Background: an optimization exercise with open tools, aiming at a short achievable clock period and few clock cycles. Do not read the settings as production practice.
Function was not checked in any run shown here: the RTL went through the layout flow alone.
Power and IR drop assume default switching activity.

==> design.v <==
module top (
    input  wire        clk,
    input  wire        rst,
    output wire [31:0] imem_addr,
    input  wire [31:0] imem_rdata,
    output wire [31:0] dmem_addr,
    output wire [31:0] dmem_wdata,
    output wire [3:0]  dmem_wmask,
    output wire        dmem_wen,
    input  wire [31:0] dmem_rdata
);
    reg  [31:0] pc_f;
    localparam IB = 5;
    localparam NB = 1 << IB;
    reg             bv   [0:NB-1];
    reg  [29-IB:0]  btag [0:NB-1];
    reg  [29:0]     btgt [0:NB-1];
    reg  [1:0]      bctr [0:NB-1];
    reg         hit_d, pf_d;
    reg  [1:0]  ctr_d;
    reg         hit_e, jal_e;
    reg  [1:0]  ctr_e;
    reg  [31:0] pc_e, bt_e;
    reg         upd_m, hit_m, tk_m;
    reg  [1:0]  ctr_m;
    reg  [31:0] pc_m, bt_m;
    reg         v_d;
    reg  [31:0] ir_d;
    reg  [31:0] pc_d;
    reg         v_e;
    reg  [31:0] a_e, b_e, sd_e, link_e, alt_e;
    reg         we_e, ld_e, st_e, br_e, jalr_e, link_sel_e, pred_e;
    reg  [4:0]  rd_e;
    reg  [2:0]  f3_e;
    reg         sub_e, s_add_e, s_slt_e, s_sltu_e, s_xor_e, s_or_e, s_and_e, s_sll_e, s_srl_e, sra_e;
    reg         v_m;
    reg  [31:0] res_m, sd_m;
    reg  [3:0]  mask_m;
    reg         we_m, ld_m, st_m;
    reg  [4:0]  rd_m;
    reg  [2:0]  f3_m;
    reg  [31:0] rf [0:31];
    wire [31:0] mw = dmem_rdata;
    wire [1:0]  ma = res_m[1:0];
    wire [7:0]  lbyte = ma[1] ? (ma[0] ? mw[31:24] : mw[23:16]) : (ma[0] ? mw[15:8] : mw[7:0]);
    wire [15:0] lhalf = ma[1] ? mw[31:16] : mw[15:0];
    reg  [31:0] ldata;
    always @(*) begin
        case (f3_m[1:0])
            2'b00:   ldata = {{24{lbyte[7] & ~f3_m[2]}}, lbyte};
            2'b01:   ldata = {{16{lhalf[15] & ~f3_m[2]}}, lhalf};
            default: ldata = mw;
        endcase
    end
    wire [31:0] wb_m  = ld_m ? ldata : res_m;
    wire        wen_m = v_m & we_m;
    assign dmem_addr  = res_m;
    assign dmem_wdata = sd_m;
    assign dmem_wmask = mask_m;
    assign dmem_wen   = v_m & st_m;
    always @(posedge clk) begin
        if (wen_m) rf[rd_m] <= wb_m;
    end
    wire [31:0] a  = a_e;
    wire [31:0] b  = b_e;
    wire [31:0] sd = sd_e;
    wire [31:0] sum  = sub_e ? a - b : a + b;
    wire        eq   = a == b;
    wire        ltu  = a < b;
    wire        lt   = $signed(a) < $signed(b);
    wire [31:0] sll  = a << b[4:0];
    wire [31:0] srl  = sra_e ? $unsigned($signed(a) >>> b[4:0]) : a >> b[4:0];
    wire [31:0] res_e =
        ({32{s_add_e}}  & sum) |
        ({32{s_slt_e}}  & {31'b0, lt}) |
        ({32{s_sltu_e}} & {31'b0, ltu}) |
        ({32{s_xor_e}}  & (a ^ b)) |
        ({32{s_or_e}}   & (a | b)) |
        ({32{s_and_e}}  & (a & b)) |
        ({32{s_sll_e}}  & sll) |
        ({32{s_srl_e}}  & srl) |
        ({32{link_sel_e}} & link_e);
    wire        cond    = f3_e[2] ? (f3_e[1] ? ltu : lt) : eq;
    wire        taken   = cond ^ f3_e[0];
    wire        mis_e   = v_e & ((br_e & (taken != pred_e)) | jalr_e);
    wire [31:0] tgt_e   = jalr_e ? {sum[31:1], 1'b0} : alt_e;
    wire [1:0]  ea = sum[1:0];
    wire [3:0]  mask_e = f3_e[1] ? 4'b1111 :
                         f3_e[0] ? (ea[1] ? 4'b1100 : 4'b0011) :
                         (4'b0001 << ea);
    wire [31:0] sdata_e = f3_e[1] ? sd : f3_e[0] ? {2{sd[15:0]}} : {4{sd[7:0]}};
    wire [4:0] op  = ir_d[6:2];
    wire [2:0] f3  = ir_d[14:12];
    wire [4:0] rd  = ir_d[11:7];
    wire [4:0] rs1 = ir_d[19:15];
    wire [4:0] rs2 = ir_d[24:20];
    wire d_ctl   = op[4];                        
    wire d_jal   = op[4] & op[1];
    wire d_jalr  = op[4] & ~op[1] & op[0];
    wire d_br    = op[4] & ~op[0];
    wire d_ld    = ~op[4] & ~op[2] & ~op[3];
    wire d_st    = ~op[4] & ~op[2] & op[3];
    wire d_upper = ~op[4] & op[2] & op[0];       
    wire d_lui   = d_upper & op[3];
    wire d_auipc = d_upper & ~op[3];
    wire d_opi   = ~op[4] & op[2] & ~op[0] & ~op[3];
    wire d_op    = ~op[4] & op[2] & ~op[0] & op[3];
    wire use1 = ~d_upper & ~d_jal;
    wire use2 = d_br | d_st | d_op;
    wire d_we = ~d_br & ~d_st & (rd != 5'd0);
    wire [31:0] imm_i = {{20{ir_d[31]}}, ir_d[31:20]};
    wire [31:0] imm_s = {{20{ir_d[31]}}, ir_d[31:25], ir_d[11:7]};
    wire [31:0] imm_b = {{19{ir_d[31]}}, ir_d[31], ir_d[7], ir_d[30:25], ir_d[11:8], 1'b0};
    wire [31:0] imm_u = {ir_d[31:12], 12'b0};
    wire [31:0] imm_j = {{11{ir_d[31]}}, ir_d[31], ir_d[19:12], ir_d[20], ir_d[30:21], 1'b0};
    wire [31:0] imm   = d_st ? imm_s : d_upper ? imm_u : imm_i;
    wire [31:0] r1 = (rs1 == 5'd0) ? 32'd0 : (wen_m && rd_m == rs1) ? wb_m : rf[rs1];
    wire [31:0] r2 = (rs2 == 5'd0) ? 32'd0 : (wen_m && rd_m == rs2) ? wb_m : rf[rs2];
    wire fa_d = use1 & v_e & we_e & (rd_e == rs1);
    wire fb_d = (d_op | d_br) & v_e & we_e & (rd_e == rs2);
    wire fs_d = d_st & v_e & we_e & (rd_e == rs2);
    wire hz1 = use1 && we_e && rd_e == rs1;
    wire hz2 = use2 && we_e && rd_e == rs2;
    wire stall = v_d && v_e && ld_e && (hz1 || hz2);
    wire [31:0] pc4_d  = pc_d + 32'd4;
    wire [31:0] bt_d   = pc_d + (d_jal ? imm_j : imm_b);
    wire        ctl_d  = d_br | d_jal;
    wire        stat_d = d_jal | (d_br & ir_d[31]);
    wire        pred_d = ctl_d & (hit_d ? pf_d : stat_d);
    wire        red_d  = v_d & (hit_d ? (pf_d & ~ctl_d) : stat_d);
    wire [31:0] rt_d   = hit_d ? pc4_d : bt_d;
    wire arith  = d_op | d_opi;
    wire fsub   = d_op & ir_d[30] & (f3 == 3'b000);
    assign imem_addr = pc_f;
    wire [31:0] pc4_f = pc_f + 32'd4;
    wire [IB-1:0] idx_f = pc_f[IB+1:2];
    wire        hit_f = bv[idx_f] && btag[idx_f] == pc_f[31:IB+2];
    wire [1:0]  ctr_f = bctr[idx_f];
    wire        pt_f  = hit_f & ctr_f[1];
    wire [31:0] npc_f = pt_f ? {btgt[idx_f], 2'b00} : pc4_f;
    wire [1:0]  ctr_up = tk_m ? (ctr_m == 2'b11 ? 2'b11 : ctr_m + 2'b01)
                              : (ctr_m == 2'b00 ? 2'b00 : ctr_m - 2'b01);
    integer bi;
    always @(posedge clk or posedge rst) begin
        if (rst) begin
            for (bi = 0; bi < NB; bi = bi + 1) bv[bi] <= 1'b0;
        end else if (v_m && upd_m && (tk_m || hit_m)) begin
            bv[pc_m[IB+1:2]] <= 1'b1;
        end
    end
    always @(posedge clk) begin
        if (v_m && upd_m && (tk_m || hit_m)) begin
            btag[pc_m[IB+1:2]] <= pc_m[31:IB+2];
            btgt[pc_m[IB+1:2]] <= bt_m[31:2];
            bctr[pc_m[IB+1:2]] <= hit_m ? ctr_up : 2'b10;
        end
    end
    always @(posedge clk or posedge rst) begin
        if (rst) begin
            pc_f <= 32'h80000000;
            v_d  <= 1'b0;
            v_e  <= 1'b0;
            v_m  <= 1'b0;
        end else begin
            v_m <= v_e & ~ (1'b0);
            if (mis_e) begin
                pc_f <= tgt_e;
                v_d  <= 1'b0;
                v_e  <= 1'b0;
            end else if (stall) begin
                v_e  <= 1'b0;
            end else begin
                v_e  <= v_d;
                if (red_d) begin
                    pc_f <= rt_d;
                    v_d  <= 1'b0;
                end else begin
                    pc_f <= npc_f;
                    v_d  <= 1'b1;
                end
            end
        end
    end
    always @(posedge clk) begin
        if (!stall || mis_e) begin
            ir_d <= imem_rdata;
            pc_d <= pc_f;
            hit_d <= hit_f;
            pf_d  <= pt_f;
            ctr_d <= ctr_f;
        end
        if (!stall) begin
            a_e    <= fa_d ? res_e : (d_auipc ? pc_d : d_lui ? 32'd0 : r1);
            b_e    <= fb_d ? res_e : ((d_op | d_br) ? r2 : imm);
            sd_e   <= fs_d ? res_e : r2;
            link_e <= pc4_d;
            alt_e  <= pred_d ? pc4_d : bt_d;
            we_e   <= d_we;
            ld_e   <= d_ld;
            st_e   <= d_st;
            br_e   <= d_br;
            jalr_e <= d_jalr;
            pred_e <= pred_d;
            hit_e  <= hit_d;
            ctr_e  <= ctr_d;
            jal_e  <= d_jal;
            pc_e   <= pc_d;
            bt_e   <= bt_d;
            link_sel_e <= d_jal | d_jalr;
            rd_e   <= rd;
            f3_e   <= f3;
            sub_e    <= fsub;
            s_add_e  <= d_ld | d_st | d_upper | (arith & f3 == 3'b000);
            s_slt_e  <= arith & f3 == 3'b010;
            s_sltu_e <= arith & f3 == 3'b011;
            s_xor_e  <= arith & f3 == 3'b100;
            s_or_e   <= arith & f3 == 3'b110;
            s_and_e  <= arith & f3 == 3'b111;
            s_sll_e  <= arith & f3 == 3'b001;
            s_srl_e  <= arith & f3 == 3'b101;
            sra_e    <= ir_d[30];
        end
        res_m  <= res_e;
        sd_m   <= sdata_e;
        mask_m <= mask_e;
        we_m   <= we_e;
        ld_m   <= ld_e;
        st_m   <= st_e;
        rd_m   <= rd_e;
        f3_m   <= f3_e;
        upd_m  <= br_e | jal_e;
        tk_m   <= jal_e | taken;
        hit_m  <= hit_e;
        ctr_m  <= ctr_e;
        pc_m   <= pc_e;
        bt_m   <= bt_e;
    end
endmodule
==> flow/run.sh <==
#!/bin/bash
# Standard ORFS layout (the standard.sh) with synthesis mapped for speed
# and timing repair aimed at a tighter internal target. The SDC is unchanged.
bash standard.sh finish ABC_CLOCK_PERIOD_IN_PS=3500 SETUP_SLACK_MARGIN=9 > standard.log 2>&1
==> standard.sh <==
#!/bin/bash
# synth_recipe.tcl (not shown) runs the flow's synth.tcl, then flattens the netlist and writes it again
# the make line also repeats each setting of config.mk as NAME=value (left out here)
make -C /OpenROAD-flow-scripts/flow DESIGN_CONFIG=/design/flow/config.mk WORK_HOME=/design/flow/orfs CLKGATE_MAP_FILE= SYNTH_SCRIPT=/design/flow/synth_recipe.tcl "${@:-finish}"
==> config.mk <==
export PLATFORM = sky130hd
export DESIGN_NAME = top
export DESIGN_NICKNAME = top
export VERILOG_FILES = /design/flow/design.v
export SDC_FILE = /design/flow/constraint.sdc
export NUM_CORES = 4
export LEC_CHECK = 0
export CAP_MARGIN = 20
export CORE_MARGIN = 2
export CORE_UTILIZATION = 40
export PLACE_DENSITY = 0.6
export SLEW_MARGIN = 20
==> constraint.sdc <==
create_clock -name core_clock -period 13.0 [get_ports {clk}]
set_input_delay 2.6000 -clock core_clock [delete_from_list [all_inputs] [get_ports {clk}]]
set_output_delay 2.6000 -clock core_clock [all_outputs]
set_load 0.01 [all_outputs]
==> impl_metrics.yaml, run 1 <==
place:
  gp_congestion: 0.9510
  io_buffers: 164
  dpl.hpwl_mm: 288.7
  place_area_um2: 157400
  pre_cts_ws_ns: 6.343
timing:
  setup_viol: 0
  setup_ws_ns: 8.517
  rsz0062_at_grt: "yes"
  max_freq_ghz: 0.2230
  min_period_over_period: 0.3449
  hold_viol_final: 0
  final_max_slew_viol_count: 0
  worst_pin_slew_ns: 1.272
  fin_skew_ns: 0.1316
  max_slew_margin: 0.1491
  fin_hold_ws_ns: 0.3327
  fin_setup_tns_ns: 0
  layout_min_cycle_time_ns: 4.483
routing:
  vias: 90228
  routed_wl_mm: 527.0
  via_per_inst: 6.322
  drt_iter0_drc: 12498
  drt-wirelength-per-cell_um: 36.93
  remaining_drc_errors: 0
  drt-pass1-iter-count: 8
  drtAntennaViolNets: 0
synthesis:
  async_flop_share: 0.01980
  synth_top_area_frac: 0.6394
  ys.flop_type: "edfxtp_1"
  synth_edf_count: 3162
  syn-cell-area_um2: 148500
  yosys_warnings: 2
  synthDistinctLibCells: 91
  ys_top_cells_by_count: "3162 x edfxtp_1, 1172 x mux4_2, 442 x nand2_1"
  avgSynthCellArea_um2: 17.97
  synth_cells: 8265
  yosys.area.top_type: "edfxtp_1"
  ys_ff_latch: 3383
  synth.area.top_cells: "edfxtp_1 64%, mux4_2 18%, dfxtp_1 2.1%"
  ys_seq_area_frac: 0.6714
  syn_nets: 8470
  yosysMostFrequentCell: "edfxtp_1"
worst_setup_path:
  endpoint_kind: "output pin"
  required_ns: 10.40
  slowest_stage: "dfrtp_4"
  reg2reg_setup_slack_ns: 8.52
  start_kind: "flip-flop"
  timing.rr.end: "pc_f[14]"
  worst_r2r_path_depth: 19
  crit_buf_inv: 3
  cpLargestDelayFamily: "flip-flops"
  cpPeakStageDelay_ns: 0.54
  path_cells: "buf_16 -> buf_4 -> buf_6"
  r2r_start: "pc_f[2]"
  critPathKind: "reg2out"
  cp_max_fo: 3
  critical_path_arrival_ns: 1.88
grt:
  grt_overflow: 0
  grt.total_usage: 0.2750
  antenna_found_initial: 32
  grt_max_degree: 110
  grt_first_pass_wirelength_mm: 717.0
  first_global_vias: 88556
clock_tree:
  cts_root_buf: "clkbuf_16"
  clock_latency_ns: 0.97
  cts_tree: "built"
  clk_pin_slew_ns: 0.06
  cts_max_path_buffers: 4
  postCtsHoldBufs: 0
  htreeDepth: 5
  numCtsBuffers: 356
  clock-sinks: 3383
pwr:
  max-vdd-ir-drop_uv: 123.4
  cellPowerDensity_nw_per_um2: 209.7
  power.leakage_nw: 59.38
hold_path:
  hp-start: "pc_e[30]"
  worstHoldPathType: "reg2reg"
  min_to: "pc_m[30]"
  holdPathStages: 0
floorplanning:
  dieArea_um2: 376200
  dieWidth_um: 613.3
  io_pins: 167
  dieHeight_um: 613.3
  initial_core_util: 0.4023
  std_cell_rows: 223
  core_um2: 369100
flow_run:
  max-cap-violations: 0
status:
  status: "no timing/DRC/antenna violations"
cells_and_area:
  utilization: 0.4819
  area_delta_synth_final_pct: 19.78
  drive_gt1_frac: 0.3519
  nets: 9208
  fin_area_um2: 177900
==> layout by cell type, fill, tap and decap left out, types with 38 or more instances in the layout <==
master / instances
a21o_1: 51
a21oi_1: 191
a21oi_2: 59
a22oi_1: 42
buf_12: 65
buf_4: 500
buf_6: 149
clkbuf_1: 70
clkbuf_16: 368
clkdlybuf4s50_1: 51
clkinv_1: 74
clkinv_2: 73
dfrtp_1: 47
dfxtp_1: 82
dfxtp_4: 38
edfxtp_1: 3162
ha_1: 106
inv_1: 147
mux2_2: 53
mux2i_1: 221
mux4_2: 1173
nand2_1: 406
nand3_1: 69
nor2_1: 340
nor2_4: 62
nor3_1: 47
o211ai_1: 65
o21ai_0: 180
o21ai_1: 42
or2_2: 41
xnor2_1: 76
xor2_1: 48
==> registers in the layout (all words and copies together) (netlist names), 64 cells and up, named ones only <==
signal	cells
btgt	960
bctr	64
rf	1024
btag	800
==> layer usage <==
layer  global-route usage  routed length (um)
met4               0.1475               34320
met2               0.4212              239200
met1               0.3668              199600
met5                    0                 266
met3              0.06121               53570
==> repair_timing <==
item | CTS | global route
pin swaps | 142 | 115
endpoints found under the setup margin | 1101 | 365
resized for setup | 1169 | 251
setup buffers | 338 | 71
hold endpoints to repair | 0 | 0
cloned | 75 | 8
==> power by group <==
group	leakage, nW	internal (W)	switching (W)
clock	5.60	0.00569	0.00440
combinational	22.6	0.00483	0.00688
sequential	31.1	0.0141	0.00146
==> how the worst max path moves through the flow <==
| stage | startpoint | end | slack [ns] | depth (start not counted) |
|---|---|---|---|---|
| floorplan | pc_m[5] | bv[24] | 7.48 | 5 |
| finish | pc_f[2] | imem_addr[2] | 8.52 | 3 |
| detailed placement | pc_f[2] | pc_f[24] | 6.34 | 14 |
| global route | pc_f[2] | pc_f[30] | 8.45 | 17 |
| CTS | pc_f[6] | imem_addr[6] | 8.54 | 2 |
| global placement | pc_f[2] | pc_f[24] | 6.33 | 14 |
==> worst reg2reg max path: cells and delay by family, from the launching register on <==
family                    cells  cell delay (ns)
buffers and inverters         8             1.09
muxes                         1             0.43
and+or+nand+nor               4             1.32
DFF                           1             0.54
AOI/OAI and AO/OA             5             0.85
xor gates and xnor gates      1             0.12
==> logic make-up after synthesis <==
kind of cell | after synthesis | synth area share
AND/OR/NAND/NOR | 1278 | 0.03881
AO/OA/AOI/OAI | 1123 | 0.05006
flip-flops | 3383 | 0.6714
adder cells (fa/ha/maj) | 139 | 0.01186
buffers and inverters | 707 | 0.01960
multiplexers | 1482 | 0.1992
XOR/XNOR | 153 | 0.009023
==> final cells by class <==
type | instances | area [um^2]
Antenna cell | 25 | 62.56
Sequential cell | 3383 | 99950
Clock inverter | 212 | 2017
Multi-Input combinational cell | 4208 | 49820
Inverter | 175 | 729.5
Timing Repair inverter | 4 | 77.57
Tap cell | 4950 | 6193
Timing Repair Buffer | 875 | 9605
Fill cell | 30451 | 191300
Clock buffer | 440 | 9432
==> per-stage QoR <==
stage,cells,total power [W]
CTS,14167,0.03688
global placement,13102,0.02470
floorplan,8265,0.02061
global route,14261,0.03825
finish,14272,0.03731
detailed placement,13102,0.02487
==> inputs of run 2 (changes only) <==
--- a/design.v
+++ b/design.v
@@ -11,5 +11,5 @@
 );
     reg  [31:0] pc_f;
-    localparam IB = 5;
+    localparam IB = 3;
     localparam NB = 1 << IB;
     reg             bv   [0:NB-1];
@@ -37,5 +37,5 @@
     reg  [31:0] res_m, sd_m;
     reg  [3:0]  mask_m;
-    reg         we_m, ld_m, st_m;
+    reg         we_m, ld_m, swen_m;
     reg  [4:0]  rd_m;
     reg  [2:0]  f3_m;
@@ -58,5 +58,5 @@
     assign dmem_wdata = sd_m;
     assign dmem_wmask = mask_m;
-    assign dmem_wen   = v_m & st_m;
+    assign dmem_wen   = swen_m;
     always @(posedge clk) begin
         if (wen_m) rf[rd_m] <= wb_m;
@@ -142,5 +142,5 @@
                               : (ctr_m == 2'b00 ? 2'b00 : ctr_m - 2'b01);
     integer bi;
-    always @(posedge clk or posedge rst) begin
+    always @(posedge clk) begin
         if (rst) begin
             for (bi = 0; bi < NB; bi = bi + 1) bv[bi] <= 1'b0;
@@ -156,12 +156,14 @@
         end
     end
-    always @(posedge clk or posedge rst) begin
+    always @(posedge clk) begin
         if (rst) begin
-            pc_f <= 32'h80000000;
-            v_d  <= 1'b0;
-            v_e  <= 1'b0;
-            v_m  <= 1'b0;
+            pc_f  <= 32'h80000000;
+            v_d   <= 1'b0;
+            v_e   <= 1'b0;
+            v_m   <= 1'b0;
+            swen_m <= 1'b0;
         end else begin
-            v_m <= v_e & ~ (1'b0);
+            v_m   <= v_e;
+            swen_m <= v_e & st_e;
             if (mis_e) begin
                 pc_f <= tgt_e;
@@ -226,5 +228,4 @@
         we_m   <= we_e;
         ld_m   <= ld_e;
-        st_m   <= st_e;
         rd_m   <= rd_e;
         f3_m   <= f3_e;
==> run 2 against run 1 <==
Compared with the run above:
- still clean on timing, DRC and antenna
- worst hold slack better by 0.0067 ns
- total power is 52% lower
- flip-flop and latch count down 1373
- via count down 30%
- clock-buffer cell count is 169 lower
- critical path depth rose by 10
- sequential power fell by 49%
- combinational power down 67%
- first-iteration DRC count fell by 28%
==> impl_metrics.yaml, run 2 <==
status:
  status: "no timing/DRC/antenna violations"
cells_and_area:
  largest_reg_flops: 1024
  fillCellCount: 19880
  largest-register: "rf"
  area_delta_synth_final_pct: 20.97
  final_cell_mix: "1810 x edfxtp_1, 789 x mux4_2, 366 x nand2_1"
  drive_gt1_frac: 0.3427
  nets: 6773
  fin_area_um2: 116100
  utilization: 0.4875
  final_common_cell: "edfxtp_1"
pwr:
  power_frac_clock: 0.336
  total_power_w: 0.01787
  max-vdd-ir-drop_uv: 129.6
  cellPowerDensity_nw_per_um2: 154.0
  power.leakage_nw: 39.68
  switchingPower_w: 0.005315
  p_int_w: 0.01256
  p_seq_frac: 0.446
  p_comb_frac: 0.218
  swShare: 0.2974
routing:
  drt-wirelength-per-cell_um: 35.40
  remaining_drc_errors: 0
  drt-pass1-iter-count: 6
  drt_iter0_drc: 9004
  drtAntennaViolNets: 0
  via_per_inst: 6.371
  routed_wl_mm: 351.5
  vias: 63264
synthesis:
  ys_ff_latch: 2010
  async_flop_share: 0
  synth_cells: 6081
  avgSynthCellArea_um2: 15.78
  ys_seq_area_frac: 0.6083
  ys_top_cells_by_count: "1810 x edfxtp_1, 789 x mux4_2, 388 x nor2_1"
  synthDistinctLibCells: 94
  yosys_warnings: 1
  synth_edf_count: 1810
  synth_top_area_frac: 0.5666
  synth.area.top_cells: "edfxtp_1 57%, mux4_2 19%, dfxtp_1 4.2%"
  yosys.area.top_type: "edfxtp_1"
  syn_nets: 6281
  ys.flop_type: "edfxtp_1"
  syn-cell-area_um2: 95930
  yosysMostFrequentCell: "edfxtp_1"
timing:
  rsz0062_at_grt: "yes"
  layout_min_cycle_time_ns: 4.251
  worst_pin_slew_ns: 1.164
  hold_viol_final: 0
  min_period_over_period: 0.3270
  fin_skew_ns: 0.06342
  max_freq_ghz: 0.2353
  fin_setup_tns_ns: 0
  final_max_slew_viol_count: 0
  setup_ws_ns: 8.749
  setup_viol: 0
  max_slew_margin: 0.2212
worst_setup_path:
  reg2reg_setup_slack_ns: 8.75
  cpMostUsedCell: "mux2_4"
  cpLargestDelayFamily: "simple AND/OR/NAND/NOR gates"
  cpPeakStageDelay_ns: 0.57
  crit_buf_inv: 2
  r2r_start: "b_e[24]"
  critPathKind: "reg2reg"
  slowest_stage: "edfxtp_1"
  critical_path_arrival_ns: 5.02
  required_ns: 13.76
  path_cells: "inv_2 -> ha_4 -> nor4_4 -> nand2_1 -> or4_4 -> nor3_4 -> nor3b_2 -> mux2_4 -> o211a_1 -> or2_4 -> buf_6 -> or3_4 -> mux2_4"
  endpoint_kind: "flip-flop"
  start_kind: "flip-flop"
  cp_max_fo: 10
  worst_r2r_path_depth: 13
  critical_path_depth: 13
grt:
  grt_max_degree: 95
  grt_overflow: 0
  grt_util_met3: 0.06442
  grt.total_usage: 0.2804
  use_met2: 0.4362
  met1_usage: 0.3594
  first_global_vias: 60925
  grt_first_pass_wirelength_mm: 479.4
  antenna_found_initial: 19
  top_usage_layer: "met2"
hold_path:
  min_to: "bt_m[29]"
  hp-start: "bt_e[29]"
  holdPathStages: 0
  worstHoldPathType: "reg2reg"
clock_tree:
  clock_latency_ns: 0.89
  numCtsBuffers: 208
  htreeDepth: 4
  postCtsHoldBufs: 0
  cts_max_path_buffers: 3
  clock-sinks: 2010
  cts_tree: "built"
  cts_root_buf: "clkbuf_16"
  clk_pin_slew_ns: 0.06
flow_run:
  max-cap-violations: 0
floorplanning:
  initial_core_util: 0.4030
  dieHeight_um: 493.7
  std_cell_rows: 179
  dieArea_um2: 243800
  io_pins: 167
  core_um2: 238100
  dieWidth_um: 493.7
place:
  gp_congestion: 0.9751
  pre_cts_ws_ns: 6.242
  place_area_um2: 102000
  dpl.hpwl_mm: 202.8
  io_buffers: 164
-- run 2: cell types whose count changed after synthesis, sizes merged, moves of 25 or more --
cell,before,now
a31oi,51,25
buf,195,132
mux4,1173,789
dfxtp,154,200
o221ai,26,1
dfrtp,66,0
or2,44,11
edfxtp,3162,1810
nor2,427,388
clkbuf,337,291
nand2,443,375
a21oi,264,306
-- run 2: cell type report --
cell class	instances	area, um^2	area share
diodes	8	20.02	0.0001725
clock buffers	271	5658	0.04875
clock inverters	121	1165	0.01004
inverters	162	679.4	0.005854
multi-input cells	3512	38740	0.3338
flip-flops and latches	2010	58610	0.5051
well taps	3167	3963	0.03414
repair buffers	676	7183	0.06190
repair inverters	3	28.78	0.0002480
-- run 2: cells by family after synthesis --
group           Yosys count  share of synthesized area
flops                  2010                     0.6083
compound gates         1049                    0.07092
buf+inv                 585                    0.02350
simple gates           1080                    0.04995
fa+ha+maj               134                    0.01771
xor+xnor                149                    0.01360
mux                    1074                     0.2160
-- run 2: power groups by stage --
stage	clock [W]	combinational, W	sequential (W)
CTS	0.00608	0.00349	0.00796
floorplan	0	0.00175	0.00793
global route	0.00632	0.00403	0.00798
finish	0.00601	0.00389	0.00797
detailed placement	0	0.00287	0.00814
global placement	0	0.00285	0.00813
-- run 2: worst max-delay path by stage --
stage,endpoint,start
5_1_grt,flip-flop,b_e[28]
6_report,flip-flop,b_e[24]
4_1_cts,flip-flop,b_e[0]
3_5_place_dp,a_e[30],b_e[2]
3_3_place_gp,a_e[30],b_e[4]
2_1_floorplan,b_e[22],dmem_rdata[23]
-- run 2: worst reg2reg max path, cell delays in order (launching register included) --
cell,delay (ns)
edfxtp_1,0.57
inv_2,0.11
ha_4,0.29
nor4_4,0.41
nand2_1,0.11
or4_4,0.56
nor3_4,0.24
nor3b_2,0.08
mux2_4,0.32
o211a_1,0.25
or2_4,0.32
buf_6,0.17
or3_4,0.39
mux2_4,0.32
-- run 2: what timing repair did --
| action | in CTS | in global routing |
|---|---|---|
| gates cloned | 47 | 10 |
| pin swaps | 111 | 147 |
| gates resized for setup | 1080 | 295 |
| setup endpoints to repair | 1137 | 274 |
| buffers inserted | 203 | 112 |
| endpoints found under the hold margin | 0 | 0 |
-- run 2: through the flow --
stage | instances | hold WS, ns
after global routing | 9926 | 0.3395
final | 9930 | 0.3393
after global placement | 9157 | 0.3242
after CTS | 9799 | 0.3399
after detailed placement | 9157 | 0.3269
after floorplan | 6081 | 0.3233
-- run 2: layer usage --
layer	routed length [um]	vias up
met3	35950	912
met2	161800	3776
li1	-	25558
met1	128800	33014
met5	22	-
met4	24920	4
==> inputs of run 3 (changes only) <==
--- a/design.v
+++ b/design.v
@@ -126,8 +126,7 @@
     wire [31:0] bt_d   = pc_d + (d_jal ? imm_j : imm_b);
     wire        ctl_d  = d_br | d_jal;
-    wire        stat_d = d_jal | (d_br & ir_d[31]);
-    wire        pred_d = ctl_d & (hit_d ? pf_d : stat_d);
-    wire        red_d  = v_d & (hit_d ? (pf_d & ~ctl_d) : stat_d);
-    wire [31:0] rt_d   = hit_d ? pc4_d : bt_d;
+    wire        pred_d = ctl_d & pf_d;
+    wire        red_d  = v_d & pf_d & ~ctl_d;
+    wire [31:0] rt_d   = pc4_d;
     wire arith  = d_op | d_opi;
     wire fsub   = d_op & ir_d[30] & (f3 == 3'b000);
@@ -138,5 +137,12 @@
     wire [1:0]  ctr_f = bctr[idx_f];
     wire        pt_f  = hit_f & ctr_f[1];
-    wire [31:0] npc_f = pt_f ? {btgt[idx_f], 2'b00} : pc4_f;
+    wire [31:0] fi    = imem_rdata;
+    wire        f_jal = fi[6] & fi[3];
+    wire        f_bb  = fi[6] & ~fi[2] & fi[31];
+    wire [31:0] f_imm = fi[3] ? {{11{fi[31]}}, fi[31], fi[19:12], fi[20], fi[30:21], 1'b0}
+                              : {{19{fi[31]}}, fi[31], fi[7], fi[30:25], fi[11:8], 1'b0};
+    wire [31:0] f_tgt = pc_f + f_imm;
+    wire        st_f  = ~hit_f & (f_jal | f_bb);
+    wire [31:0] npc_f = pt_f ? {btgt[idx_f], 2'b00} : st_f ? f_tgt : pc4_f;
     wire [1:0]  ctr_up = tk_m ? (ctr_m == 2'b11 ? 2'b11 : ctr_m + 2'b01)
                               : (ctr_m == 2'b00 ? 2'b00 : ctr_m - 2'b01);
@@ -189,5 +195,5 @@
             pc_d <= pc_f;
             hit_d <= hit_f;
-            pf_d  <= pt_f;
+            pf_d  <= pt_f | st_f;
             ctr_d <= ctr_f;
         end
==> run 3 against run 2 <==
Compared with the run above:
- clock-buffer cell count rose by 17
- worst hold slack got worse by 0.0049 ns
- core utilization down 0.22 points
- global-route usage increased by 0.63 points
==> impl_metrics.yaml, run 3 <==
timing:
  fin_setup_tns_ns: 0
  setup_viol: 0
  worst_pin_slew_ns: 1.174
  hold_viol_final: 0
  max_slew_margin: 0.2145
  max_freq_ghz: 0.2070
  min_period_over_period: 0.3715
  layout_min_cycle_time_ns: 4.830
  fin_hold_ws_ns: 0.3344
  rsz0062_at_grt: "yes"
  fin_skew_ns: 0.07057
  final_max_slew_viol_count: 0
grt:
  grt_first_pass_wirelength_mm: 501.1
  top_usage_layer: "met2"
  grt_overflow: 0
  grt.total_usage: 0.2867
  use_met2: 0.4515
  met1_usage: 0.3678
  first_global_vias: 63766
  antenna_found_initial: 17
  grt_max_degree: 104
  grt_util_met3: 0.06068
clock_tree:
  htreeDepth: 4
  clock_latency_ns: 0.91
  clk_pin_slew_ns: 0.07
  cts_root_buf: "clkbuf_16"
  numCtsBuffers: 208
  cts_max_path_buffers: 3
  postCtsHoldBufs: 0
  clock-sinks: 2010
  cts_tree: "built"
floorplanning:
  dieWidth_um: 499.2
  initial_core_util: 0.4030
  io_pins: 167
  std_cell_rows: 181
  dieHeight_um: 499.2
  core_um2: 243500
  dieArea_um2: 249200
synthesis:
  synth.area.top_cells: "edfxtp_1 55%, mux4_2 18%, dfxtp_1 4.1%"
  ys_ff_latch: 2010
  async_flop_share: 0
  synth_cells: 6349
  yosys.area.top_type: "edfxtp_1"
  ys_top_cells_by_count: "1810 x edfxtp_1, 792 x mux4_2, 440 x nand2_1"
  ys.flop_type: "edfxtp_1"
  synth_edf_count: 1810
  avgSynthCellArea_um2: 15.45
  yosys_warnings: 1
  ys_seq_area_frac: 0.5948
  syn-cell-area_um2: 98110
  syn_nets: 6579
  synth_top_area_frac: 0.5540
  synthDistinctLibCells: 90
  yosysMostFrequentCell: "edfxtp_1"
cells_and_area:
  area_delta_synth_final_pct: 20.42
  largest_reg_flops: 1024
  fillCellCount: 20496
  utilization: 0.4853
  final_cell_mix: "1810 x edfxtp_1, 792 x mux4_2, 417 x nand2_1"
  final_common_cell: "edfxtp_1"
  largest-register: "rf"
  regArea_um2: 58580
  drive_gt1_frac: 0.3392
  multi_input_area_um2: 41220
  nets: 7051
worst_setup_path:
  critPathKind: "in2reg"
  cpPeakStageDelay_ns: 0.45
  critical_path_arrival_ns: 5.57
  endpoint_kind: "flip-flop"
  slowest_stage: "o211ai_1"
  required_ns: 13.74
  cp_max_fo: 6
  path_cells: "buf_16 -> mux2_4 -> ha_4 -> inv_2 -> fa_2 -> nand2b_4 -> a21oi_4 -> o211ai_1 -> a21oi_4 -> o311a_1 -> or3_1 -> a21oi_2 -> o31ai_4 -> a211oi_2 -> o31ai_1"
  start_kind: "input pin"
  cpMostUsedCell: "a21oi_4"
pwr:
  swShare: 0.3110
  power_frac_clock: 0.325
  p_int_w: 0.01280
  p_seq_frac: 0.440
  cellPowerDensity_nw_per_um2: 157.3
  power.leakage_nw: 40.69
  max-vdd-ir-drop_uv: 151.9
  p_comb_frac: 0.234
  switchingPower_w: 0.005779
hold_path:
  worstHoldPathType: "reg2reg"
routing:
  drt-wirelength-per-cell_um: 36.16
  via_per_inst: 6.464
  drt-pass1-iter-count: 6
  remaining_drc_errors: 0
  drt_iter0_drc: 9093
  routed_wl_mm: 369.3
  drtAntennaViolNets: 0
  vias: 66010
place:
  gp_congestion: 0.9616
  io_buffers: 164
  dpl.hpwl_mm: 217.6
flow_run:
  max-cap-violations: 0
status:
  status: "no timing/DRC/antenna violations"
==> run 3: layout make-up <==
class,instances,share of cell area
antenna,9,0.0001906
clock buffer,288,0.04885
clock inverter,102,0.01003
inverter,167,0.005931
multi-input combinational,3786,0.3489
sequential,2010,0.4958
tap,3202,0.03391
timing repair buffer,646,0.05625
timing repair inverter,2,0.0001165
==> run 3: critical path: cells and delay by family <==
| family | cells | cell delay, ns |
|---|---|---|
| compound gates | 8 | 1.65 |
| fa+ha+maj | 2 | 0.36 |
| buf+inv | 2 | 0.17 |
| mux | 1 | 0.31 |
| simple gates | 2 | 0.47 |
==> run 3: kinds of logic after synthesis <==
family                     synth area share
buffers and inverters               0.02362
muxes                                0.2146
DFF                                  0.5948
adders and majority gates           0.02122
AOI/OAI and AO/OA                   0.07590
and+or+nand+nor                     0.05460
xor gates and xnor gates            0.01527
==> run 3: worst paths after layout <==
| kind | startpoint | end | slack [ns] | cells after the start |
|---|---|---|---|---|
| max | imem_rdata[3] | pc_f[25] | 8.17 | 15 |
| min | pc_e[8] | pc_m[8] | 0.33 | 0 |
| max reg2reg | b_e[2] | pc_f[29] | 8.79 | 17 |
| min reg2reg | pc_e[8] | pc_m[8] | 0.33 | 0 |
==> run 3: power groups by stage <==
stage                     logic, W  clock network (W)  registers [W]
after floorplan            0.00206                  0        0.00808
after global routing       0.00450            0.00635        0.00820
after detailed placement   0.00331                  0        0.00836
after CTS                  0.00398            0.00611        0.00818
after global placement     0.00329                  0        0.00834
final                      0.00435            0.00604        0.00818
==> run 3: through the flow <==
stage               power [W]  worst slack, ns  cell area (um^2)  cells
floorplan             0.01013            7.675             98920   6349
global placement      0.01163            6.024            104400   9448
detailed placement    0.01167            5.973            104400   9448
CTS                   0.01826            8.276            115700  10080
global route          0.01904            8.129            118100  10204
finish                0.01858            8.170            118100  10212
==> run 3: timing repair <==
action,CTS,global route
buffers inserted,191,112
resized for setup,1068,305
cloned,51,10
endpoints found under the setup margin,1135,296
pin swaps,150,173
==> run 3: metal layers <==
| metal | up-vias | wire [um] |
|---|---|---|
| li1 | 26661 | - |
| met1 | 34401 | 136000 |
| met2 | 3992 | 169800 |
| met3 | 944 | 36940 |
| met4 | 12 | 26480 |
| met5 | - | 71 |
==> inputs of run 4 (changes only) <==
--- a/design.v
+++ b/design.v
@@ -71,6 +71,5 @@
     wire [31:0] sll  = a << b[4:0];
     wire [31:0] srl  = sra_e ? $unsigned($signed(a) >>> b[4:0]) : a >> b[4:0];
-    wire [31:0] res_e =
-        ({32{s_add_e}}  & sum) |
+    wire [31:0] res_o =
         ({32{s_slt_e}}  & {31'b0, lt}) |
         ({32{s_sltu_e}} & {31'b0, ltu}) |
@@ -81,4 +80,5 @@
         ({32{s_srl_e}}  & srl) |
         ({32{link_sel_e}} & link_e);
+    wire [31:0] res_e = s_add_e ? sum : res_o;
     wire        cond    = f3_e[2] ? (f3_e[1] ? ltu : lt) : eq;
     wire        taken   = cond ^ f3_e[0];
@@ -115,6 +115,10 @@
     wire [31:0] imm_j = {{11{ir_d[31]}}, ir_d[31], ir_d[19:12], ir_d[20], ir_d[30:21], 1'b0};
     wire [31:0] imm   = d_st ? imm_s : d_upper ? imm_u : imm_i;
-    wire [31:0] r1 = (rs1 == 5'd0) ? 32'd0 : (wen_m && rd_m == rs1) ? wb_m : rf[rs1];
-    wire [31:0] r2 = (rs2 == 5'd0) ? 32'd0 : (wen_m && rd_m == rs2) ? wb_m : rf[rs2];
+    wire        bm1 = wen_m && rd_m == rs1 && rs1 != 5'd0;
+    wire        bm2 = wen_m && rd_m == rs2 && rs2 != 5'd0;
+    wire [31:0] r1 = (rs1 == 5'd0) ? 32'd0 : bm1 ? res_m : rf[rs1];
+    wire [31:0] r2 = (rs2 == 5'd0) ? 32'd0 : bm2 ? res_m : rf[rs2];
+    wire        bl1 = bm1 & ld_m;
+    wire        bl2 = bm2 & ld_m;
     wire fa_d = use1 & v_e & we_e & (rd_e == rs1);
     wire fb_d = (d_op | d_br) & v_e & we_e & (rd_e == rs2);
@@ -126,7 +130,8 @@
     wire [31:0] bt_d   = pc_d + (d_jal ? imm_j : imm_b);
     wire        ctl_d  = d_br | d_jal;
-    wire        pred_d = ctl_d & pf_d;
-    wire        red_d  = v_d & pf_d & ~ctl_d;
-    wire [31:0] rt_d   = pc4_d;
+    wire        stat_d = d_jal | (d_br & ir_d[31]);
+    wire        pred_d = ctl_d & (hit_d ? pf_d : stat_d);
+    wire        red_d  = v_d & (hit_d ? (pf_d & ~ctl_d) : stat_d);
+    wire [31:0] rt_d   = hit_d ? pc4_d : bt_d;
     wire arith  = d_op | d_opi;
     wire fsub   = d_op & ir_d[30] & (f3 == 3'b000);
@@ -137,12 +142,5 @@
     wire [1:0]  ctr_f = bctr[idx_f];
     wire        pt_f  = hit_f & ctr_f[1];
-    wire [31:0] fi    = imem_rdata;
-    wire        f_jal = fi[6] & fi[3];
-    wire        f_bb  = fi[6] & ~fi[2] & fi[31];
-    wire [31:0] f_imm = fi[3] ? {{11{fi[31]}}, fi[31], fi[19:12], fi[20], fi[30:21], 1'b0}
-                              : {{19{fi[31]}}, fi[31], fi[7], fi[30:25], fi[11:8], 1'b0};
-    wire [31:0] f_tgt = pc_f + f_imm;
-    wire        st_f  = ~hit_f & (f_jal | f_bb);
-    wire [31:0] npc_f = pt_f ? {btgt[idx_f], 2'b00} : st_f ? f_tgt : pc4_f;
+    wire [31:0] npc_f = pt_f ? {btgt[idx_f], 2'b00} : pc4_f;
     wire [1:0]  ctr_up = tk_m ? (ctr_m == 2'b11 ? 2'b11 : ctr_m + 2'b01)
                               : (ctr_m == 2'b00 ? 2'b00 : ctr_m - 2'b01);
@@ -191,15 +189,21 @@
     end
     always @(posedge clk) begin
-        if (!stall || mis_e) begin
+        if (!stall) begin
             ir_d <= imem_rdata;
             pc_d <= pc_f;
             hit_d <= hit_f;
-            pf_d  <= pt_f | st_f;
+            pf_d  <= pt_f;
             ctr_d <= ctr_f;
         end
-        if (!stall) begin
-            a_e    <= fa_d ? res_e : (d_auipc ? pc_d : d_lui ? 32'd0 : r1);
-            b_e    <= fb_d ? res_e : ((d_op | d_br) ? r2 : imm);
-            sd_e   <= fs_d ? res_e : r2;
+        begin
+            a_e    <= ({32{fa_d & s_add_e}} & sum) | ({32{fa_d & ~s_add_e}} & res_o) |
+                      ({32{~fa_d & ~d_upper & bl1}} & ldata) |
+                      ({32{~fa_d & ~(~d_upper & bl1)}} & (d_auipc ? pc_d : d_lui ? 32'd0 : r1));
+            b_e    <= ({32{fb_d & s_add_e}} & sum) | ({32{fb_d & ~s_add_e}} & res_o) |
+                      ({32{~fb_d & (d_op | d_br) & bl2}} & ldata) |
+                      ({32{~fb_d & ~((d_op | d_br) & bl2)}} & ((d_op | d_br) ? r2 : imm));
+            sd_e   <= ({32{fs_d & s_add_e}} & sum) | ({32{fs_d & ~s_add_e}} & res_o) |
+                      ({32{~fs_d & bl2}} & ldata) |
+                      ({32{~fs_d & ~bl2}} & r2);
             link_e <= pc4_d;
             alt_e  <= pred_d ? pc4_d : bt_d;
--- a/config.mk
+++ b/config.mk
@@ -8,5 +8,5 @@
 export CAP_MARGIN = 20
 export CORE_MARGIN = 2
-export CORE_UTILIZATION = 40
-export PLACE_DENSITY = 0.6
+export CORE_UTILIZATION = 55
+export PLACE_DENSITY = 0.65
 export SLEW_MARGIN = 20
==> run 4 against run 3 <==
Compared with the run above:
- still clean on timing, DRC and antenna
- die area is 30% lower
- global-route usage rose by 9.4 points
- non-clock buffer count decreased by 66
- worst setup slack better by 0.74 ns
- first-iteration DRC count grew 1.1%
- synthesized cell count shrank 1.7%
- total power is 7.7% lower
- via count decreased by 4.0%
- largest cell class unchanged
- highest routed layer unchanged
==> impl_metrics.yaml, run 4 <==
synthesis:
  synth.area.top_cells: "edfxtp_1 50%, mux4_2 19%, dfxtp_1 9.5%"
  ys_seq_area_frac: 0.5921
  synth_edf_count: 1562
  yosysMostFrequentCell: "edfxtp_1"
  synth_cells: 6241
  ys_top_cells_by_count: "1562 x edfxtp_1, 800 x mux4_2, 448 x dfxtp_1"
  async_flop_share: 0
  synth_top_area_frac: 0.4970
  syn_nets: 6439
  avgSynthCellArea_um2: 15.12
  ys_ff_latch: 2010
  yosys.area.top_type: "edfxtp_1"
  syn-cell-area_um2: 94370
  synthDistinctLibCells: 81
  yosys_warnings: 1
  ys.flop_type: "edfxtp_1"
worst_setup_path:
  worst_r2r_path_depth: 14
  timing.rr.end: "pc_f[30]"
  endpoint_kind: "flip-flop"
  reg2reg_setup_slack_ns: 8.98
  critical_path_arrival_ns: 4.65
  path_cells: "dlygate4sd2_1 -> mux2_4 -> nor2_2 -> a2111oi_4 -> buf_12 -> a21oi_4 -> buf_4 -> o21bai_4"
  slowest_stage: "o21bai_4"
  cpPeakStageDelay_ns: 0.45
  endpoint: "rf[22][31]"
  startpoint: "dmem_rdata[31]"
  crit_buf_inv: 3
  critical_path_depth: 8
  required_ns: 13.56
  start_kind: "input pin"
  critPathKind: "in2reg"
  cpLargestDelayFamily: "compound AO/OA/AOI/OAI gates"
  cp_max_fo: 16
clock_tree:
  clock-sinks: 2010
  numCtsBuffers: 200
  cts_max_path_buffers: 3
  cts_root_buf: "clkbuf_16"
  clock_latency_ns: 0.88
  htreeDepth: 4
  clk_pin_slew_ns: 0.06
  cts_tree: "built"
pwr:
  cellPowerDensity_nw_per_um2: 154.8
  power.leakage_nw: 38.13
  max-vdd-ir-drop_uv: 150.5
timing:
  min_period_over_period: 0.3144
  max_freq_ghz: 0.2447
  worst_pin_slew_ns: 1.293
  fin_hold_ws_ns: 0.3063
  layout_min_cycle_time_ns: 4.087
  setup_viol: 0
  rsz0062_at_grt: "yes"
  fin_skew_ns: 0.07401
  max_slew_margin: 0.1346
  fin_setup_tns_ns: 0
  hold_viol_final: 0
  final_max_slew_viol_count: 0
routing:
  drt-pass1-iter-count: 17
  remaining_drc_errors: 0
  via_per_inst: 7.024
  drtAntennaViolNets: 0
  vias: 63401
  drt_iter0_drc: 9196
  drt-wirelength-per-cell_um: 37.28
  routed_wl_mm: 336.5
cells_and_area:
  area_delta_synth_final_pct: 17.36
  final_cell_mix: "1562 x edfxtp_1, 800 x mux4_2, 435 x nand2_1"
  drive_gt1_frac: 0.3146
  largest-register: "rf"
  fillCellCount: 12216
  nets: 6819
  final_common_cell: "edfxtp_1"
  largest_reg_flops: 1024
grt:
  grt.total_usage: 0.3804
  grt_max_degree: 138
  grt_overflow: 0
  antenna_found_initial: 14
  grt_first_pass_wirelength_mm: 462.0
  first_global_vias: 60711
floorplanning:
  initial_core_util: 0.5520
  dieWidth_um: 418.2
  dieHeight_um: 418.2
  std_cell_rows: 152
  io_pins: 167
  core_um2: 171000
  dieArea_um2: 174900
status:
  status: "no timing/DRC/antenna violations"
hold_path:
  worstHoldPathType: "reg2reg"
place:
  gp_congestion: 1.017
  dpl.hpwl_mm: 202.0
  io_buffers: 164
flow_run:
  max-cap-violations: 0
[run 4: cell types whose count changed in the layout (fill, tap and decap cells not counted), moves of 35 or more]
cell / change
clkdlybuf4s50_1: +36
o21ai_1: -35
o21ai_0: +72
dfxtp_1: +212
buf_4: -46
edfxtp_1: -248
a21oi_1: +50
[run 4: cell families (layout without fill, tap and decap cells)]
| group | Yosys count | in the layout | share of synthesized area |
|---|---|---|---|
| other cells | 0 | 1 | 0 |
| fa+ha+maj | 132 | 132 | 0.01774 |
| mux | 1093 | 1099 | 0.2229 |
| flops | 2010 | 2010 | 0.5921 |
| xor+xnor | 142 | 142 | 0.01318 |
| simple gates | 1191 | 1194 | 0.05608 |
| compound gates | 1081 | 1102 | 0.07362 |
| buf+inv | 592 | 1113 | 0.02445 |
[run 4: timing repair]
item	in CTS	in global routing
pin swaps	59	25
hold buffers	0	0
gates cloned	36	9
endpoints found under the setup margin	1205	571
setup buffers	180	59
gates resized for setup	841	156
[run 4: layout make-up]
class | count | area [um^2] | share of cell area
inverter | 160 | 623.1 | 0.005626
tap | 2233 | 2794 | 0.02523
clock buffer | 254 | 5399 | 0.04874
clock inverter | 119 | 1341 | 0.01211
antenna | 1 | 2.502 | 0.00002259
timing repair buffer | 580 | 5863 | 0.05294
sequential | 2010 | 56210 | 0.5075
multi-input combinational | 3669 | 38530 | 0.3478
[run 4: metal layers]
layer / track usage / routed length [um] / vias up / share of wire
li1: - / - / 25668 / -
met1: 0.4968 / 119800 / 32487 / 0.36
met2: 0.5758 / 153100 / 4272 / 0.46
met3: 0.08732 / 37590 / 958 / 0.11
met4: 0.2490 / 25720 / 16 / 0.076
met5: 0.006946 / 247 / - / 0.00073
[run 4: stage by stage]
| step | total power [W] | cell area, um^2 | cells | worst slack (ns) | util |
|---|---|---|---|---|---|
| 2_1_floorplan | 0.009449 | 94860 | 6241 | 8.564 | - |
| 3_3_place_gp | 0.01066 | 99220 | 8366 | 7.229 | 0.5803 |
| 3_5_place_dp | 0.01069 | 99230 | 8366 | 7.147 | 0.5804 |
| 4_1_cts | 0.01693 | 109300 | 8955 | 8.757 | 0.6393 |
| 5_1_grt | 0.01756 | 110800 | 9025 | 8.831 | 0.6478 |
| 6_report | 0.01714 | 110800 | 9026 | 8.913 | 0.6478 |
[run 4: report_power, final]
part / total, W / internal (W) / switching (W) / leakage [nW]
Combinational: 0.00342 / 0.00133 / 0.00210 / 16.8
Clock: 0.00592 / 0.00337 / 0.00254 / 3.29
Sequential: 0.00780 / 0.00742 / 0.000379 / 18.1
[run 4: worst reg2reg max path, delay by kind of cell (launching register included)]
kind | cells | cell delay [ns]
buffers and inverters | 4 | 0.85
AO/OA/AOI/OAI | 2 | 0.70
flip-flops | 1 | 0.48
multiplexers | 3 | 1.18
AND/OR/NAND/NOR | 4 | 0.57
XOR/XNOR | 1 | 0.12
[run 4: how the worst min path moves through the flow]
| stage | endpoint | cells past startpoint | startpoint |
|---|---|---|---|
| after floorplan | bt_m[10] | 0 | bt_e[10] |
| after global placement | bt_m[4] | 0 | bt_e[4] |
| after detailed placement | bt_m[23] | 0 | bt_e[23] |
| after CTS | bt_m[30] | 0 | bt_e[30] |
| after global routing | bt_m[30] | 0 | bt_e[30] |
| final | bt_m[30] | 0 | bt_e[30] |
==> inputs of run 5 (changes only) <==
--- a/config.mk
+++ b/config.mk
@@ -8,5 +8,5 @@
 export CAP_MARGIN = 20
 export CORE_MARGIN = 2
-export CORE_UTILIZATION = 55
-export PLACE_DENSITY = 0.65
+export CORE_UTILIZATION = 40
+export PLACE_DENSITY = 0.6
 export SLEW_MARGIN = 20
==> run 5 against run 4 <==
Compared with the run above:
- still clean
- core utilization down 17 points
- clock-buffer cell count is 12 higher
- first-iteration DRC count fell by 4.5%
- clock skew up 0.016 ns
- sequential share of layout area shrank 0.58 points
- critical path type unchanged
- largest cell class unchanged
==> impl_metrics.yaml, run 5 <==
synthesis:
  syn-cell-area_um2: 94370
  ys_seq_area_frac: 0.5921
  synth_cells: 6241
  yosys.area.top_type: "edfxtp_1"
  synth.area.top_cells: "edfxtp_1 50%, mux4_2 19%, dfxtp_1 9.5%"
  synthDistinctLibCells: 81
  ys_top_cells_by_count: "1562 x edfxtp_1, 800 x mux4_2, 448 x dfxtp_1"
  ys_ff_latch: 2010
  avgSynthCellArea_um2: 15.12
  syn_nets: 6439
  synth_edf_count: 1562
  synth_top_area_frac: 0.4970
  ys.flop_type: "edfxtp_1"
  yosysMostFrequentCell: "edfxtp_1"
  async_flop_share: 0
  yosys_warnings: 1
worst_setup_path:
  endpoint_kind: "flip-flop"
  cpMostUsedCell: "a21oi_4"
  critical_path_depth: 7
  required_ns: 13.51
  worst_r2r_path_depth: 8
  critPathKind: "in2reg"
  startpoint: "dmem_rdata[15]"
  cpPeakStageDelay_ns: 0.56
  critical_path_arrival_ns: 4.55
  start_kind: "input pin"
  path_cells: "dlygate4sd2_1 -> mux2_4 -> nor2_2 -> a2111oi_4 -> buf_8 -> a21oi_4 -> a21oi_4"
  crit_buf_inv: 2
  cpLargestDelayFamily: "compound AO/OA/AOI/OAI gates"
  cp_max_fo: 16
  slowest_stage: "a21oi_4"
timing:
  final_max_slew_viol_count: 0
  min_period_over_period: 0.3107
  max_slew_margin: 0.1972
  setup_viol: 0
  fin_skew_ns: 0.08998
  fin_hold_ws_ns: 0.2841
  rsz0062_at_grt: "yes"
  hold_viol_final: 0
  worst_pin_slew_ns: 1.200
  max_freq_ghz: 0.2476
  fin_setup_tns_ns: 0
  layout_min_cycle_time_ns: 4.039
place:
  gp_congestion: 0.9963
  dpl.hpwl_mm: 211.8
  io_buffers: 164
  place_area_um2: 100500
routing:
  routed_wl_mm: 346.6
  via_per_inst: 6.327
  vias: 62829
  drtAntennaViolNets: 0
  drt-wirelength-per-cell_um: 34.90
  drt-pass1-iter-count: 8
  remaining_drc_errors: 0
  drt_iter0_drc: 8779
grt:
  grt_max_degree: 85
  antenna_found_initial: 23
  grt.total_usage: 0.2838
  grt_overflow: 0
  first_global_vias: 60911
  grt_first_pass_wirelength_mm: 475.0
clock_tree:
  clock-sinks: 2010
  cts_root_buf: "clkbuf_16"
  cts_max_path_buffers: 3
  clock_latency_ns: 0.90
  cts_tree: "built"
  numCtsBuffers: 206
  clk_pin_slew_ns: 0.07
  htreeDepth: 4
floorplanning:
  dieHeight_um: 489.7
  dieWidth_um: 489.7
  std_cell_rows: 178
  core_um2: 235000
  initial_core_util: 0.4017
  dieArea_um2: 239800
  io_pins: 167
cells_and_area:
  nets: 6786
  final_cell_mix: "1562 x edfxtp_1, 800 x mux4_2, 433 x nand2_1"
  final_common_cell: "edfxtp_1"
  drive_gt1_frac: 0.3108
  area_delta_synth_final_pct: 18.71
  largest-register: "rf"
  fillCellCount: 19926
  fin_area_um2: 112000
  largest_reg_flops: 1024
flow_run:
  max-cap-violations: 0
hold_path:
  holdPathStages: 0
  worstHoldPathType: "reg2reg"
  hp-start: "bt_e[21]"
pwr:
  cellPowerDensity_nw_per_um2: 155.1
  max-vdd-ir-drop_uv: 122.7
  power.leakage_nw: 38.09
  total_power_w: 0.01737
status:
  status: "no timing/DRC/antenna violations"
run 5: timing repair:
action                      CTS  global route
hold buffers                  0             0
resized for setup           912           138
setup endpoints to repair  1250           480
pin swaps                    50            40
setup buffers               148            39
gates cloned                 36             7
hold endpoints to repair      0             0
run 5: cells by family (layout without fill, tap and decap cells):
group / count (synthesis) / count (layout) / share of synthesized area
AOI/OAI and AO/OA: 1081 / 1100 / 0.07362
xor gates and xnor gates: 142 / 142 / 0.01318
adders and majority gates: 132 / 132 / 0.01774
buffers and inverters: 592 / 1089 / 0.02445
DFF: 2010 / 2010 / 0.5921
muxes: 1093 / 1096 / 0.2229
other: 0 / 18 / 0
and+or+nand+nor: 1191 / 1194 / 0.05608
run 5: cell type report:
cell class | instances | area, um^2 | area share
antenna | 18 | 45.04 | 0.0004021
timing repair buffer | 546 | 5630 | 0.05026
clock buffer | 266 | 5614 | 0.05011
clock inverter | 117 | 1441 | 0.01287
sequential | 2010 | 56210 | 0.5018
tap | 3150 | 3941 | 0.03518
multi-input combinational | 3664 | 38530 | 0.3439
inverter | 160 | 616.8 | 0.005506
run 5: where the power goes:
| part | switching [W] | internal [W] | total (W) |
|---|---|---|---|
| Sequential | 0.000362 | 0.00742 | 0.00779 |
| Clock | 0.00262 | 0.00353 | 0.00615 |
| Combinational | 0.00213 | 0.00130 | 0.00343 |
run 5: worst paths after layout:
| path | endpoint | slack, ns |
|---|---|---|
| max | rf[14][30] | 8.96 |
| min | bt_m[21] | 0.28 |
| max reg2reg | sd_e[15] | 8.97 |
| min reg2reg | bt_m[21] | 0.28 |
run 5: through the flow:
step,utilization,worst slack [ns],cells
floorplan,-,8.564,6241
global placement,0.4277,7.093,9299
detailed placement,0.4277,7.035,9300
CTS,0.4720,8.804,9867
global route,0.4767,8.823,9918
finish,0.4768,8.961,9931
run 5: per-layer routing:
metal	wire, um	up-vias	GRT usage	part of all wire
li1	-	25630	-	-
met1	127200	32515	0.3638	0.37
met2	160400	3802	0.4430	0.46
met3	35780	870	0.06452	0.10
met4	23030	12	0.1656	0.066
met5	83	-	0	0.00024
run 5: worst reg2reg max path: cells and delay by family, from the launching register on:
kind                   cells  cell delay (ns)
buffers and inverters      2             1.02
AOI/OAI and AO/OA          3             0.57
DFF                        1             0.76
muxes                      3             1.49

==> separate check: timing with driven ports <==
In the flow no input, the clock included, has a driving cell. The finished layouts below were timed again as built, in two steps. Step 1 (the two cells are an assumption about what drives the block):
set clk [get_ports {clk}]
set_driving_cell -lib_cell sky130_fd_sc_hd__clkbuf_16 $clk
set_driving_cell -lib_cell sky130_fd_sc_hd__buf_2 [delete_from_list [all_inputs] $clk]
Step 2 also shifts input and output timing later by t, the mid clock arrival at the registers, as if the neighbouring blocks saw the same clock. Slacks: ideal ports / drivers / drivers and shift; pairs: ideal ports / drivers.
run	t, ns	setup slack, ns	worst data-port slew with drivers (ns)
run 1	1.008	8.517 / 8.415 / 7.807	0.19
run 2	0.949	8.749 / 8.749 / 7.888	0.17
run 3	0.967	8.170 / 8.079 / 7.112	0.21
run 4	0.924	8.913 / 8.870 / 8.052	0.04
run 5	0.972	8.961 / 8.851 / 8.076	0.18
After both steps setup and hold are still met in every run listed. The setup slack of run 3, which loses most, moves by -0.091 ns with the drivers and by -1.058 ns with both steps.
